This design comes from an exercise in tuning for small area on the open sky130 flow, not from production work.
In this exercise RTL edits were held to simulation tests only and were not proved equivalent to the original.
The flow treats the clock pin as an ideal source. Dropping or thinning the clock tree relies on that and would not hold on a real chip.

==> job 8240 <==
Design quadratic_sequence, start of the top module:
module quadratic_sequence (
    input  wire       i_clk,
    input  wire       i_rst_n,
    input  wire       i_write_en,
    input  wire       i_read_en,
    input  wire [4:0] i_data,
    output reg  [1:0] o_result,
    output wire [6:0] led1_data,
    output wire [6:0] led2_data,
    output wire [6:0] led1_A, led2_A, led1_B, led2_B, led1_C, led2_C
);
    localparam IDLE = 4'd0, GET_A = 4'd1, GET_B = 4'd2, GET_C = 4'd3,
               CALC_DELTA = 4'd4, CALC_SQRT = 4'd5, CALC_ROOTS = 4'd6,
               FINISH = 4'd7, READ_1 = 4'd8, READ_2 = 4'd9;
    reg [3:0] reg_A, reg_B, reg_C, o_data, state;
    reg w_prev, r_prev;
    wire w_press = ~i_write_en & ~w_prev;
    wire r_press = ~i_read_en & ~r_prev;
    wire [3:0] m = i_data[3:0];
    wire [2:0] m_mag = m[3] ? 3'd0 - m[2:0] : m[2:0];
    wire [3:0] coef = {i_data[4] ? (~m[3] & (m[2:0] != 3'd0)) : m[3],
                       m_mag | {3{i_data[4] & (m == 4'b1000)}}};
    wire a8 = reg_A[3] & (reg_A[2:0] == 3'd0);
  ...
export LEC_CHECK = 0
export CAP_MARGIN = 20
export CORE_MARGIN = 2
export CORE_UTILIZATION = 40
export PLACE_DENSITY = 0.6
export SLEW_MARGIN = 20
create_clock -name core_clock -period 80.0 [get_ports {i_clk}]
standard.sh (not shown) runs the stock make flow with config.mk's settings and CLKGATE_MAP_FILE= SYNTH_SCRIPT=/design/flow/synth_recipe.tcl, a recipe that flattens the netlist after the stock synthesis.
==> flow/flow/run.sh <==
#!/bin/bash
set -euo pipefail
WORK=$PWD
export MY_ABC_DIR=$WORK/flow
export FLOW_SYNTH_TCL=$WORK/synth_recipe.tcl
CTS="-sink_clustering_enable -repair_clock_nets -dont_use_dummy_load"
if [[ -f $WORK/flow/cts_args ]]; then CTS=$(cat $WORK/flow/cts_args); fi
bash standard.sh ADDER_MAP_FILE= SYNTH_SCRIPT=$WORK/flow/synth.tcl \
  "BUFFER_PORTS_ARGS=-buffer_cell sky130_fd_sc_hd__buf_1" \
  "CTS_ARGS=$CTS" finish > $WORK/standard.log 2>&1
==> flow/flow/abc_p0.script <==
strash
&get -n
&deepsyn -J 200 -S 0
&put
dch
amap
topo
==> flow/flow/abc_p1.script <==
strash
&get -n
&deepsyn -J 200 -S 1
&put
dch
amap
topo
==> flow/flow/abc_p2.script <==
strash
&get -n
&deepsyn -J 200 -S 2
&put
dch
amap
topo
==> flow/flow/abc_p3.script <==
strash
&get -n
&deepsyn -J 200 -S 3
&put
dch
amap
topo
==> flow/flow/abc_p4.script <==
strash
&get -n
&deepsyn -J 200 -S 4
&put
dch
amap
topo
==> flow/flow/abc_p5.script <==
strash
&get -n
&deepsyn -J 200 -S 5
&put
dch
amap
topo
==> flow/flow/abc_p6.script <==
strash
&get -n
&deepsyn -J 200 -S 6
&put
dch
amap
topo
==> flow/flow/abc_p7.script <==
strash
&get -n
&deepsyn -J 200 -S 7
&put
dch
amap
topo
==> flow/flow/abc_t0.script <==
strash
&get -n
&deepsyn -J 200 -t -S 0
&put
dch
amap
topo
==> flow/flow/abc_t1.script <==
strash
&get -n
&deepsyn -J 200 -t -S 1
&put
dch
amap
topo
==> flow/flow/abc_t2.script <==
strash
&get -n
&deepsyn -J 200 -t -S 2
&put
dch
amap
topo
==> flow/flow/abc_t3.script <==
strash
&get -n
&deepsyn -J 200 -t -S 3
&put
dch
amap
topo
==> flow/flow/abc_t4.script <==
strash
&get -n
&deepsyn -J 200 -t -S 4
&put
dch
amap
topo
==> flow/flow/abc_t5.script <==
strash
&get -n
&deepsyn -J 200 -t -S 5
&put
dch
amap
topo
==> flow/flow/abc_t6.script <==
strash
&get -n
&deepsyn -J 200 -t -S 6
&put
dch
amap
topo
==> flow/flow/abc_t7.script <==
strash
&get -n
&deepsyn -J 200 -t -S 7
&put
dch
amap
topo
==> flow/flow/synth.tcl <==
# The standard flow's synthesis script (synth_recipe.tcl) unchanged, except for the abc calls:
# each abc call maps the combinational logic with every script flow/abc_*.script in turn,
# starting from the same netlist, and keeps the result with the smallest cell area.
proc abc {args} {
  set i [lsearch -exact $args -script]
  if {$i >= 0} { set args [lreplace $args $i [expr {$i + 1}]] }
  set lib ""
  set j [lsearch -exact $args -liberty]
  if {$j >= 0} { set lib [lindex $args [expr {$j + 1}]] }
  design -save my_pre_abc
  set best ""
  set best_area 0
  foreach scr [lsort [glob $::env(MY_ABC_DIR)/abc_*.script]] {
    design -load my_pre_abc
    yosys abc -script $scr {*}$args
    set report [tee -q -s result.string stat -liberty $lib]
    if {![regexp {Chip area for module '[^']*': ([0-9.]+)} $report -> area]} { error "no area for $scr" }
    puts "abc script [file tail $scr]: cell area $area"
    if {$best eq "" || $area < $best_area} {
      set best $scr
      set best_area $area
      design -save my_best_abc
    }
  }
  puts "abc: kept [file tail $best], cell area $best_area"
  design -load my_best_abc
}
source $::env(FLOW_SYNTH_TCL)
==> job 7393 (differences from job 8240) <==
--- a/flow/flow/run.sh
+++ b/flow/flow/run.sh
@@ -3,3 +3,3 @@
 WORK=$PWD
-export MY_ABC_DIR=$WORK/flow
+export MY_ABC_SCRIPT=$WORK/flow/abc.script
 export FLOW_SYNTH_TCL=$WORK/synth_recipe.tcl
@@ -9,2 +9,2 @@
   "BUFFER_PORTS_ARGS=-buffer_cell sky130_fd_sc_hd__buf_1" \
-  "CTS_ARGS=$CTS" finish > $WORK/standard.log 2>&1
+  "CTS_ARGS=$CTS" POST_CTS_TCL=$WORK/flow/post_cts.tcl finish > $WORK/standard.log 2>&1
==> flow/flow/abc.script (new file) <==
strash
&get -n
&deepsyn -J 200
&put
dch
amap
topo
==> flow/flow/post_cts.tcl (new file) <==
# After clock tree synthesis: the tree for this small design is one root buffer and two
# leaf buffers. Drive every clock sink from the root buffer instead (upsized to clkbuf_16),
# remove the leaf buffers, and legalize the placement again.
set block [ord::get_db_block]
set root [$block findInst clkbuf_0_i_clk]
if { $root != "NULL" } {
  set root_net [[$root findITerm X] getNet]
  foreach leaf [$block getInsts] {
    set name [$leaf getName]
    if { ![string match "clkbuf_1_*_i_clk" $name] } { continue }
    set leaf_net [[$leaf findITerm X] getNet]
    foreach it [$leaf_net getITerms] {
      if { [$it getInst] != $leaf } {
        $it disconnect
        $it connect $root_net
      }
    }
    [$leaf findITerm A] disconnect
    [$leaf findITerm X] disconnect
    odb::dbInst_destroy $leaf
    odb::dbNet_destroy $leaf_net
    puts "post_cts: removed clock buffer $name"
  }
  replace_cell $root sky130_fd_sc_hd__clkbuf_16
  estimate_parasitics -placement
  detailed_placement
  check_placement -verbose
  report_clock_skew
}
==> flow/flow/synth.tcl (replaced) <==
# The standard flow's synthesis script (synth_recipe.tcl) unchanged, except that every abc call
# runs flow/abc.script instead of ORFS's abc script.
proc abc {args} {
  set i [lsearch -exact $args -script]
  if {$i >= 0} { set args [lreplace $args $i [expr {$i + 1}] -script $::env(MY_ABC_SCRIPT)] }
  yosys abc {*}$args
}
source $::env(FLOW_SYNTH_TCL)
removed: flow/flow/abc_p0.script
removed: flow/flow/abc_p1.script
removed: flow/flow/abc_p2.script
removed: flow/flow/abc_p3.script
removed: flow/flow/abc_p4.script
removed: flow/flow/abc_p5.script
removed: flow/flow/abc_p6.script
removed: flow/flow/abc_p7.script
removed: flow/flow/abc_t0.script
removed: flow/flow/abc_t1.script
removed: flow/flow/abc_t2.script
removed: flow/flow/abc_t3.script
removed: flow/flow/abc_t4.script
removed: flow/flow/abc_t5.script
removed: flow/flow/abc_t6.script
removed: flow/flow/abc_t7.script
==> qor summary <==
| metric | job 8240 | job 7393 |
|---|---|---|
| Run status | finished clean | aborted with a tool error |
| Last stage reached | - | 4_1_cts |
| DP Cell Count | 455 | 467 |
| Die Height | 78.4 um | 79.3 um |
| Syn_nets | 349 | 361 |
| Post-DP Area | 2380 um^2 | 2430 um^2 |
| DP HPWL | 4810 um | 5010 um |
| Global placer's final weighted congestion | 0.862 | 0.932 |
| Worst-case setup slack after placement | 62.39 ns | 62.35 ns |
| Starting density of the core | 0.407 | 0.414 |
| Cell variety after synth | 32 | 37 |
| Post-synthesis simple-gate area fraction | 0.238 | 0.278 |
| Number of instances in the synthesized netlist | 340 | 352 |
| Synthesized-area fraction occupied by ao, oa, aoi and oai cells | 0.329 | 0.301 |
| Mean Syn Cell Area | 6.52 um^2 | 6.44 um^2 |
| Seq/Total Area, Yosys | 0.271 | 0.265 |
| Total standard cell area after synthesis | 2220 um^2 | 2270 um^2 |

---

==> inputs of v21 <==
Starting RTL as in the previous note.
Settings: LEC_CHECK=0, CAP_MARGIN=20, CORE_MARGIN=2, CORE_UTILIZATION=40, PLACE_DENSITY=0.6, SLEW_MARGIN=20; clock period 80.0 ns.
==> flow/flow/run.sh <==
#!/bin/bash
set -euo pipefail
WORK=$PWD
export MY_ABC_SCRIPT=$WORK/flow/abc.script
export FLOW_SYNTH_TCL=$WORK/synth_recipe.tcl
CTS="-sink_clustering_enable -repair_clock_nets -dont_use_dummy_load"
if [[ -f $WORK/flow/cts_args ]]; then CTS=$(cat $WORK/flow/cts_args); fi
bash standard.sh ADDER_MAP_FILE= SYNTH_SCRIPT=$WORK/flow/synth.tcl \
  "BUFFER_PORTS_ARGS=-buffer_cell sky130_fd_sc_hd__buf_1" \
  "CTS_ARGS=$CTS" POST_CTS_TCL=$WORK/flow/post_cts.tcl finish > $WORK/standard.log 2>&1
==> flow/flow/abc.script <==
strash
&get -n
&deepsyn -J 200
&put
dch
amap
topo
==> flow/flow/post_cts.tcl <==
# After clock tree synthesis: the tree for this small design is one root buffer and two
# leaf buffers. Drive every clock sink from the root buffer instead (upsized to clkbuf_16),
# remove the leaf buffers, and legalize the placement again.
set block [ord::get_db_block]
set root [$block findInst clkbuf_0_i_clk]
if { $root != "NULL" } {
  set root_net [[$root findITerm X] getNet]
  foreach leaf [$block getInsts] {
    set name [$leaf getName]
    if { ![string match "clkbuf_1_*_i_clk" $name] } { continue }
    set leaf_net [[$leaf findITerm X] getNet]
    foreach it [$leaf_net getITerms] {
      if { [$it getInst] != $leaf } {
        $it disconnect
        $it connect $root_net
      }
    }
    [$leaf findITerm A] disconnect
    [$leaf findITerm X] disconnect
    odb::dbInst_destroy $leaf
    odb::dbNet_destroy $leaf_net
    puts "post_cts: removed clock buffer $name"
  }
  replace_cell [$root getName] sky130_fd_sc_hd__clkbuf_16
  estimate_parasitics -placement
  detailed_placement
  check_placement -verbose
  report_clock_skew
}
==> flow/flow/synth.tcl <==
# The standard flow's synthesis script (synth_recipe.tcl) unchanged, except that every abc call
# runs flow/abc.script instead of ORFS's abc script.
proc abc {args} {
  set i [lsearch -exact $args -script]
  if {$i >= 0} { set args [lreplace $args $i [expr {$i + 1}] -script $::env(MY_ABC_SCRIPT)] }
  yosys abc {*}$args
}
source $::env(FLOW_SYNTH_TCL)
==> v35 (differences from v21) <==
--- a/flow/design.v
+++ b/flow/design.v
@@ -91,11 +91,11 @@
             default:       ok = 1'b0;
         endcase
     end
     wire sel = state[0];
     wire t = sel ^ reg_B[3];
-    wire jlt = ~ac_neg;
+    wire jlt = j < kap;
     wire [2:0] jmk = jlt ? kap - j : j - kap;
     wire [3:0] h = ok ? (t ? j + kap + e : {1'b0, jmk}) : {1'b0, kap};
     wire m_neg = ok ? (~t & jlt) : ~t;
     reg [3:0] q;
     always @(*) begin
==> flow/flow/run.sh (replaced) <==
#!/bin/bash
set -euo pipefail
WORK=$PWD
export MY_ABC_DIR=$WORK/flow
export FLOW_SYNTH_TCL=$WORK/synth_recipe.tcl
CTS="-sink_clustering_enable -repair_clock_nets -dont_use_dummy_load"
if [[ -f $WORK/flow/cts_args ]]; then CTS=$(cat $WORK/flow/cts_args); fi
bash standard.sh ADDER_MAP_FILE= SYNTH_SCRIPT=$WORK/flow/synth.tcl \
  "BUFFER_PORTS_ARGS=-buffer_cell sky130_fd_sc_hd__buf_1" \
  "CTS_ARGS=$CTS" finish > $WORK/standard.log 2>&1
==> flow/flow/abc_p00.script (new file) <==
strash
&get -n
&deepsyn -J 200 -S 0
&put
dch
amap
topo
==> flow/flow/abc_p01.script (new file) <==
strash
&get -n
&deepsyn -J 200 -S 1
&put
dch
amap
topo
==> flow/flow/abc_p02.script (new file) <==
strash
&get -n
&deepsyn -J 200 -S 2
&put
dch
amap
topo
==> flow/flow/abc_p03.script (new file) <==
strash
&get -n
&deepsyn -J 200 -S 3
&put
dch
amap
topo
==> flow/flow/abc_p04.script (new file) <==
strash
&get -n
&deepsyn -J 200 -S 4
&put
dch
amap
topo
==> flow/flow/abc_p05.script (new file) <==
strash
&get -n
&deepsyn -J 200 -S 5
&put
dch
amap
topo
==> flow/flow/abc_p06.script (new file) <==
strash
&get -n
&deepsyn -J 200 -S 6
&put
dch
amap
topo
==> flow/flow/abc_p07.script (new file) <==
strash
&get -n
&deepsyn -J 200 -S 7
&put
dch
amap
topo
==> flow/flow/abc_p08.script (new file) <==
strash
&get -n
&deepsyn -J 200 -S 8
&put
dch
amap
topo
==> flow/flow/abc_p09.script (new file) <==
strash
&get -n
&deepsyn -J 200 -S 9
&put
dch
amap
topo
==> flow/flow/abc_p10.script (new file) <==
strash
&get -n
&deepsyn -J 200 -S 10
&put
dch
amap
topo
==> flow/flow/abc_p11.script (new file) <==
strash
&get -n
&deepsyn -J 200 -S 11
&put
dch
amap
topo
==> flow/flow/abc_t00.script (new file) <==
strash
&get -n
&deepsyn -J 200 -t -S 0
&put
dch
amap
topo
==> flow/flow/abc_t01.script (new file) <==
strash
&get -n
&deepsyn -J 200 -t -S 1
&put
dch
amap
topo
==> flow/flow/abc_t02.script (new file) <==
strash
&get -n
&deepsyn -J 200 -t -S 2
&put
dch
amap
topo
==> flow/flow/abc_t03.script (new file) <==
strash
&get -n
&deepsyn -J 200 -t -S 3
&put
dch
amap
topo
==> flow/flow/abc_t04.script (new file) <==
strash
&get -n
&deepsyn -J 200 -t -S 4
&put
dch
amap
topo
==> flow/flow/abc_t05.script (new file) <==
strash
&get -n
&deepsyn -J 200 -t -S 5
&put
dch
amap
topo
==> flow/flow/abc_t06.script (new file) <==
strash
&get -n
&deepsyn -J 200 -t -S 6
&put
dch
amap
topo
==> flow/flow/abc_t07.script (new file) <==
strash
&get -n
&deepsyn -J 200 -t -S 7
&put
dch
amap
topo
==> flow/flow/abc_t08.script (new file) <==
strash
&get -n
&deepsyn -J 200 -t -S 8
&put
dch
amap
topo
==> flow/flow/abc_t09.script (new file) <==
strash
&get -n
&deepsyn -J 200 -t -S 9
&put
dch
amap
topo
==> flow/flow/abc_t10.script (new file) <==
strash
&get -n
&deepsyn -J 200 -t -S 10
&put
dch
amap
topo
==> flow/flow/abc_t11.script (new file) <==
strash
&get -n
&deepsyn -J 200 -t -S 11
&put
dch
amap
topo
==> flow/flow/synth.tcl (replaced) <==
# The standard flow's synthesis script (synth_recipe.tcl) unchanged, except for the abc calls:
# each abc call maps the combinational logic with every script flow/abc_*.script in turn,
# starting from the same netlist, and keeps the result with the smallest cell area.
proc abc {args} {
  set i [lsearch -exact $args -script]
  if {$i >= 0} { set args [lreplace $args $i [expr {$i + 1}]] }
  set lib ""
  set j [lsearch -exact $args -liberty]
  if {$j >= 0} { set lib [lindex $args [expr {$j + 1}]] }
  design -save my_pre_abc
  set best ""
  set best_area 0
  foreach scr [lsort [glob $::env(MY_ABC_DIR)/abc_*.script]] {
    design -load my_pre_abc
    yosys abc -script $scr {*}$args
    set report [tee -q -s result.string stat -liberty $lib]
    if {![regexp {Chip area for module '[^']*': ([0-9.]+)} $report -> area]} { error "no area for $scr" }
    puts "abc script [file tail $scr]: cell area $area"
    if {$best eq "" || $area < $best_area} {
      set best $scr
      set best_area $area
      design -save my_best_abc
    }
  }
  puts "abc: kept [file tail $best], cell area $best_area"
  design -load my_best_abc
}
source $::env(FLOW_SYNTH_TCL)
removed: flow/flow/abc.script
removed: flow/flow/post_cts.tcl
==> v4 (differences from v21) <==
==> flow/flow/run.sh (replaced) <==
#!/bin/bash
set -euo pipefail
WORK=$PWD
export MY_ABC_DIR=$WORK/flow
export FLOW_SYNTH_TCL=$WORK/synth_recipe.tcl
CTS="-sink_clustering_enable -repair_clock_nets -dont_use_dummy_load"
if [[ -f $WORK/flow/cts_args ]]; then CTS=$(cat $WORK/flow/cts_args); fi
bash standard.sh ADDER_MAP_FILE= SYNTH_SCRIPT=$WORK/flow/synth.tcl \
  "BUFFER_PORTS_ARGS=-buffer_cell sky130_fd_sc_hd__buf_1" \
  "CTS_ARGS=$CTS" finish > $WORK/standard.log 2>&1
==> flow/flow/abc_p00.script (new file) <==
strash
&get -n
&deepsyn -J 200 -S 0
&put
dch
amap
topo
==> flow/flow/abc_p01.script (new file) <==
strash
&get -n
&deepsyn -J 200 -S 1
&put
dch
amap
topo
==> flow/flow/abc_p02.script (new file) <==
strash
&get -n
&deepsyn -J 200 -S 2
&put
dch
amap
topo
==> flow/flow/abc_p03.script (new file) <==
strash
&get -n
&deepsyn -J 200 -S 3
&put
dch
amap
topo
==> flow/flow/abc_p04.script (new file) <==
strash
&get -n
&deepsyn -J 200 -S 4
&put
dch
amap
topo
==> flow/flow/abc_p05.script (new file) <==
strash
&get -n
&deepsyn -J 200 -S 5
&put
dch
amap
topo
==> flow/flow/abc_p06.script (new file) <==
strash
&get -n
&deepsyn -J 200 -S 6
&put
dch
amap
topo
==> flow/flow/abc_p07.script (new file) <==
strash
&get -n
&deepsyn -J 200 -S 7
&put
dch
amap
topo
==> flow/flow/abc_p08.script (new file) <==
strash
&get -n
&deepsyn -J 200 -S 8
&put
dch
amap
topo
==> flow/flow/abc_p09.script (new file) <==
strash
&get -n
&deepsyn -J 200 -S 9
&put
dch
amap
topo
==> flow/flow/abc_p10.script (new file) <==
strash
&get -n
&deepsyn -J 200 -S 10
&put
dch
amap
topo
==> flow/flow/abc_p11.script (new file) <==
strash
&get -n
&deepsyn -J 200 -S 11
&put
dch
amap
topo
==> flow/flow/abc_t00.script (new file) <==
strash
&get -n
&deepsyn -J 200 -t -S 0
&put
dch
amap
topo
==> flow/flow/abc_t01.script (new file) <==
strash
&get -n
&deepsyn -J 200 -t -S 1
&put
dch
amap
topo
==> flow/flow/abc_t02.script (new file) <==
strash
&get -n
&deepsyn -J 200 -t -S 2
&put
dch
amap
topo
==> flow/flow/abc_t03.script (new file) <==
strash
&get -n
&deepsyn -J 200 -t -S 3
&put
dch
amap
topo
==> flow/flow/abc_t04.script (new file) <==
strash
&get -n
&deepsyn -J 200 -t -S 4
&put
dch
amap
topo
==> flow/flow/abc_t05.script (new file) <==
strash
&get -n
&deepsyn -J 200 -t -S 5
&put
dch
amap
topo
==> flow/flow/abc_t06.script (new file) <==
strash
&get -n
&deepsyn -J 200 -t -S 6
&put
dch
amap
topo
==> flow/flow/abc_t07.script (new file) <==
strash
&get -n
&deepsyn -J 200 -t -S 7
&put
dch
amap
topo
==> flow/flow/abc_t08.script (new file) <==
strash
&get -n
&deepsyn -J 200 -t -S 8
&put
dch
amap
topo
==> flow/flow/abc_t09.script (new file) <==
strash
&get -n
&deepsyn -J 200 -t -S 9
&put
dch
amap
topo
==> flow/flow/abc_t10.script (new file) <==
strash
&get -n
&deepsyn -J 200 -t -S 10
&put
dch
amap
topo
==> flow/flow/abc_t11.script (new file) <==
strash
&get -n
&deepsyn -J 200 -t -S 11
&put
dch
amap
topo
==> flow/flow/synth.tcl (replaced) <==
# The standard flow's synthesis script (synth_recipe.tcl) unchanged, except for the abc calls:
# each abc call maps the combinational logic with every script flow/abc_*.script in turn,
# starting from the same netlist, and keeps the result with the smallest cell area.
proc abc {args} {
  set i [lsearch -exact $args -script]
  if {$i >= 0} { set args [lreplace $args $i [expr {$i + 1}]] }
  set lib ""
  set j [lsearch -exact $args -liberty]
  if {$j >= 0} { set lib [lindex $args [expr {$j + 1}]] }
  design -save my_pre_abc
  set best ""
  set best_area 0
  foreach scr [lsort [glob $::env(MY_ABC_DIR)/abc_*.script]] {
    design -load my_pre_abc
    yosys abc -script $scr {*}$args
    set report [tee -q -s result.string stat -liberty $lib]
    if {![regexp {Chip area for module '[^']*': ([0-9.]+)} $report -> area]} { error "no area for $scr" }
    puts "abc script [file tail $scr]: cell area $area"
    if {$best eq "" || $area < $best_area} {
      set best $scr
      set best_area $area
      design -save my_best_abc
    }
  }
  puts "abc: kept [file tail $best], cell area $best_area"
  design -load my_best_abc
}
source $::env(FLOW_SYNTH_TCL)
removed: flow/flow/abc.script
removed: flow/flow/post_cts.tcl
==> impl_metrics.ini <==
[detailed_routing]
routed_wl_um = 6195
wire_per_inst_um = 13.24

[die]
die_height_um = 79.27
initial_core_util_pct = 41.40
row_count = 27

[timing]
worst_pin_slew_ns = 0.6838
fmax_ghz = 0.05598
fin_crit_sh_pct = 22.33

[logic_synthesis]
synth_nets = 361

[outcome]
status = no timing/DRC/antenna violations

[final_layout]
finalNonFillerCells = 468
fin_area_sq_um = 2456

[global_route]
use_met2_pct = 35.59
the above is filed under v21

==> impl_metrics.ini <==
[outcome]
status = no timing/DRC/antenna violations

[timing]
fmax_ghz = 0.05615
worst_pin_slew_ns = 0.7277

[detailed_routing]
routed_wl_um = 6043
wire_per_inst_um = 13.25

[global_route]
use_met2_pct = 33.62

[die]
row_count = 26
initial_core_util_pct = 42.00

[final_layout]
fin_area_sq_um = 2390
the above is filed under v35

==> impl_metrics.ini <==
[outcome]
status = no timing/DRC/antenna violations

[timing]
fmax_ghz = 0.05579
fin_crit_sh_pct = 22.40
worst_pin_slew_ns = 0.5936

[die]
initial_core_util_pct = 40.86

[final_layout]
fin_area_sq_um = 2415
finalNonFillerCells = 462

[detailed_routing]
routed_wl_um = 6258

[logic_synthesis]
synth_nets = 353
the above is filed under v4

==> static timing again, ports no longer ideal <==
In the flow no input, the clock included, has a driving cell. The finished layouts below were timed again as built, in two steps. Step 1, drivers: a clkbuf_16 drives i_clk and a buf_2 each remaining input, both assumed. Step 2, shift: input delay + t, output delay - t, t = (earliest + latest rising clock arrival at the registers) / 2. This alone moves slack from input paths to output paths. Three values: ideal ports, drivers, drivers and shift; two values: the first two.
run | t, ns | setup WS [ns] | worst setup path at the end
job 8240 | 0.287 | 62.070 / 62.047 / 62.334 | register to output
v21 | 0.189 | 62.137 / 62.107 / 62.296 | register to output
v35 | 0.282 | 62.190 / 62.167 / 62.449 | register to output
v4 | 0.286 | 62.077 / 62.051 / 62.337 | register to output
After both steps every run listed still meets setup and hold.
